What follows belongs to an exercise in optimizing a design on an open flow for small area, a short achievable clock period and few clock cycles; a production flow would make more cautious choices.
Where RTL was checked, it was by simulation tests only, not by an equivalence proof against the original.

Design alu, start of the top module:
module alu #(
    parameter INST_W = 4,
    parameter INT_W  = 6,
    parameter FRAC_W = 10,
    parameter DATA_W = INT_W + FRAC_W
)(
    input                      i_clk,
    input                      i_rst_n,
    input                      i_in_valid,
    output                     o_busy,
    input         [INST_W-1:0] i_inst,
    input  signed [DATA_W-1:0] i_data_a,
    input  signed [DATA_W-1:0] i_data_b,
    output                     o_out_valid,
    output        [DATA_W-1:0] o_data
);
For scale: roughly 57 I/O pins.
==> flow/config.mk <==
export PLATFORM = sky130hd
export DESIGN_NAME = alu
export DESIGN_NICKNAME = alu
export VERILOG_FILES = /design/flow/design.v
export SDC_FILE = /design/flow/constraint.sdc
export NUM_CORES = 4
export LEC_CHECK = 0
export ABC_AREA = 1
export CAP_MARGIN = 20
export CORE_MARGIN = 2
export CORE_UTILIZATION = 40
export SLEW_MARGIN = 20
==> flow/constraint.sdc <==
create_clock -name core_clock -period 27.0 [get_ports {i_clk}]
set_input_delay 5.4000 -clock core_clock [delete_from_list [all_inputs] [get_ports {i_clk}]]
set_output_delay 5.4000 -clock core_clock [all_outputs]
set_load 0.01 [all_outputs]
standard.sh (not shown) runs the stock make flow with config.mk's settings and CLKGATE_MAP_FILE= SYNTH_SCRIPT=/design/flow/synth_recipe.tcl, a recipe that flattens the netlist after the stock synthesis.
==> flow/flow/run.sh <==
#!/bin/bash
# The standard layout, with faster port buffers and timing repair aimed
# at a shorter period than the design's (the SDC itself is unchanged).
set -euo pipefail
bash standard.sh \
  BUFFER_PORTS_ARGS="-buffer_cell sky130_fd_sc_hd__buf_4" \
  SETUP_SLACK_MARGIN=20.5 \
  finish > standard.log 2>&1
==> next run, changes <==
--- a/flow/design.v
+++ b/flow/design.v
@@ -14,17 +14,18 @@
     output                     o_out_valid,
     output        [DATA_W-1:0] o_data
 );
 reg        v0;
 reg [3:0]  op0;
 reg [15:0] a0, b0;
-reg        busy_r;
+reg        busy_r;       
+reg        busy_i;       
 always @(posedge i_clk) begin
     op0 <= i_inst;
     b0  <= i_data_b;
-    if (!busy_r) a0 <= i_data_a;
+    if (!busy_i) a0 <= i_data_a;
 end
 reg        s1_res;       
 reg        s1_mac;       
 reg        s1_sin;       
 reg        s1_neg;       
 reg  [2:0] row_cnt;      
@@ -32,47 +33,50 @@
 reg        out_valid_r;
 wire s0_res  = v0 && (op0 != 4'b1001);
 wire s0_row  = v0 && (op0 == 4'b1001);
 wire s0_last = s0_row && (row_cnt == 3'd7);
 wire rows7   = s0_row ? (row_cnt == 3'd6) : (row_cnt == 3'd7);
 wire mac0    = s0_res && (op0 == 4'b0010);
+wire last_in = i_in_valid && rows7;
 always @(posedge i_clk or negedge i_rst_n) begin
     if (!i_rst_n) begin
         v0          <= 1'b0;
         s1_res      <= 1'b0;
         s1_mac      <= 1'b0;
         row_cnt     <= 3'd0;
         t_cnt       <= 4'd0;
         busy_r      <= 1'b0;
+        busy_i      <= 1'b0;
         out_valid_r <= 1'b0;
     end else begin
         v0          <= i_in_valid;
         s1_res      <= s0_res;
         s1_mac      <= mac0;
         if (s0_row) row_cnt <= row_cnt + 3'd1;
-        if (s0_last) t_cnt <= 4'd8;
+        if (last_in) t_cnt <= 4'd9;
         else if (t_cnt != 4'd0) t_cnt <= t_cnt + 4'd1;
-        busy_r      <= (i_in_valid && rows7) || (busy_r && (t_cnt != 4'd13));
-        out_valid_r <= s1_res || t_cnt[3];
+        busy_r      <= last_in || (busy_r && (t_cnt != 4'd13));
+        busy_i      <= last_in || (busy_i && (t_cnt != 4'd13));
+        out_valid_r <= last_in || s1_res || t_cnt[3];
     end
 end
 always @(posedge i_clk) begin
     s1_sin <= (op0 == 4'b0011);
     s1_neg <= a0[11];
 end
 assign o_busy      = busy_r;
 assign o_out_valid = out_valid_r;
 reg [13:0] m [0:7];
-reg [3:0]  r7lo;
+reg [1:0]  r7lo;
 integer i;
 always @(posedge i_clk) begin
     if (s0_row && !s0_last) begin
         for (i = 0; i < 8; i = i + 1)
             m[i] <= {m[i][11:0], a0[(14-i*2)+:2]};
     end
-    if (s0_last) r7lo <= a0[3:0];
+    if (s0_last) r7lo <= a0[1:0];
 end
 wire        is_sub = op0[0];
 wire [15:0] bx     = is_sub ? ~b0 : b0;
 wire [15:0] sum_r  = a0 + bx + {15'd0, is_sub};
 reg  [15:0] addsub_r;
 always @(*) begin
@@ -521,19 +525,23 @@
 wire pc_w19 = pc_w17 ^ pc_w8 ^ pc_w10;
 wire pc_w20 = (pc_w17 & pc_w8) | (pc_w17 & pc_w10) | (pc_w8 & pc_w10);
 wire pc_w21 = pc_w20 ^ pc_w18 ^ pc_w16;
 wire pc_w22 = (pc_w20 & pc_w18) | (pc_w20 & pc_w16) | (pc_w18 & pc_w16);
 wire [4:0] pc_x = {1'b0, pc_w22, pc_w21, pc_w19, pc_w11};
 wire [4:0] pc_y = {1'b0, 1'b0, 1'b0, 1'b0, pc_w13};
-wire [4:0] zeros = pc_x + pc_y;
+wire [4:0]  zeros   = pc_x + pc_y;
 wire        is_lrcw = (op0 == 4'b0101);
-wire [15:0] fs_hi   = is_lrcw ? b0 : a0;
-wire [15:0] fs_lo   = is_lrcw ? ~b0 : a0;
-wire [4:0]  fs_sh   = is_lrcw ? zeros : {1'b0, b0[3:0]};
-wire [31:0] fs_w    = {fs_hi, fs_lo} >> fs_sh;
-wire [15:0] fs_r    = fs_w[15:0];
+wire [15:0] rt_src  = is_lrcw ? b0 : a0;
+wire [3:0]  rt_amt  = is_lrcw ? zeros[3:0] : b0[3:0];
+wire [31:0] rt_w    = {rt_src, rt_src} >> rt_amt;
+reg  [15:0] lr_mask;
+integer j;
+always @(*) begin
+    for (j = 0; j < 16; j = j + 1) lr_mask[j] = is_lrcw && ({1'b0, zeros} < 6'd16 - j[5:0]);
+end
+wire [15:0] fs_r    = rt_w[15:0] ^ lr_mask;
 reg  [4:0] clz;
 integer k;
 always @(*) begin
     clz = 5'd16;
     for (k = 0; k < 16; k = k + 1) if (a0[k]) clz = 5'd15 - k[4:0];
 end
@@ -578,17 +586,20 @@
         if (acc_n[34:0] <= {{10{1'b1}}, {16{1'b0}}, {9{1'b1}}}) mac_r = 16'h8000;
         else mac_r = acc_n[25:10] + {15'd0, acc_n[9]};
     end
 end
 wire [12:0] sin_s = s1_neg ? (~r1[12:0] + 13'd1) : r1[12:0];
 wire [2:0]  tc    = t_cnt[2:0];
-wire [1:0]  t_lst = (tc == 3'd6) ? r7lo[3:2] : (tc == 3'd7) ? r7lo[1:0] : a0[(14-tc*2)+:2];
+wire [1:0]  t_lst = (tc == 3'd7) ? r7lo : a0[(14-tc*2)+:2];
 wire [15:0] t_col = {m[tc], t_lst};
+wire [15:0] t_0   = s0_row ? {m[0][11:0], a0[15:14], i_data_a[15:14]}
+                           : {m[0], i_data_a[15:14]};
 reg [15:0] o_data_r;
 always @(posedge i_clk) begin
-    if (t_cnt[3])    o_data_r <= t_col;
+    if (last_in)     o_data_r <= t_0;
+    else if (t_cnt[3]) o_data_r <= t_col;
     else if (s1_mac) o_data_r <= mac_r;
     else if (s1_sin) o_data_r <= {{3{sin_s[12]}}, sin_s};
     else             o_data_r <= r1[15:0];
 end
 assign o_data = o_data_r;
 endmodule
- worst hold slack gets better by 0.0058 ns
- register-to-register slack is worse by 0.26 ns
- non-clock buffer count climbs by 11
- setup slack gets better by 0.034 ns
- count of clock-buffer cells in the layout went down by 7
- area after synthesis is about the same
- design area is about the same
- via count is lower by 1.3%
- routed wire length goes down by 0.59%
- flip-flop and latch count is lower by 1
- first-iteration DRC count falls by 3.1%
Testbench counts after the change, summed over its fixed seeds: cycles 3,420.
Only the layout flow was run in the first run of this note; the RTL was not checked for function there.

what the ideal ports hide:
In the flow no input, the clock included, has a driving cell. The finished layouts below were timed again as built, in two steps.
Step 1, drivers: a clkbuf_16 drives i_clk and a buf_2 each remaining input, both assumed.
Step 2 also shifts input and output timing later by t, the mid clock arrival at the registers, as if the neighbouring blocks saw the same clock.
Slacks: no drivers / after step 1 / after step 2; pairs: no drivers / after step 1.
| run | t (ns) | slack for setup (ns) | clock arrival spread, ns | pins driven straight from the clock port |
|---|---|---|---|---|
| the first run | 0.651 | 20.458 / 20.389 / 20.750 | 0.031 / 0.031 | 1 |
| the second run | 0.663 | 20.492 / 20.427 / 20.167 | 0.036 / 0.036 | 1 |
After both steps setup and hold are still met in every run listed. The setup slack of the second run, which loses most, moves by -0.065 ns with the drivers and by -0.325 ns with both steps.
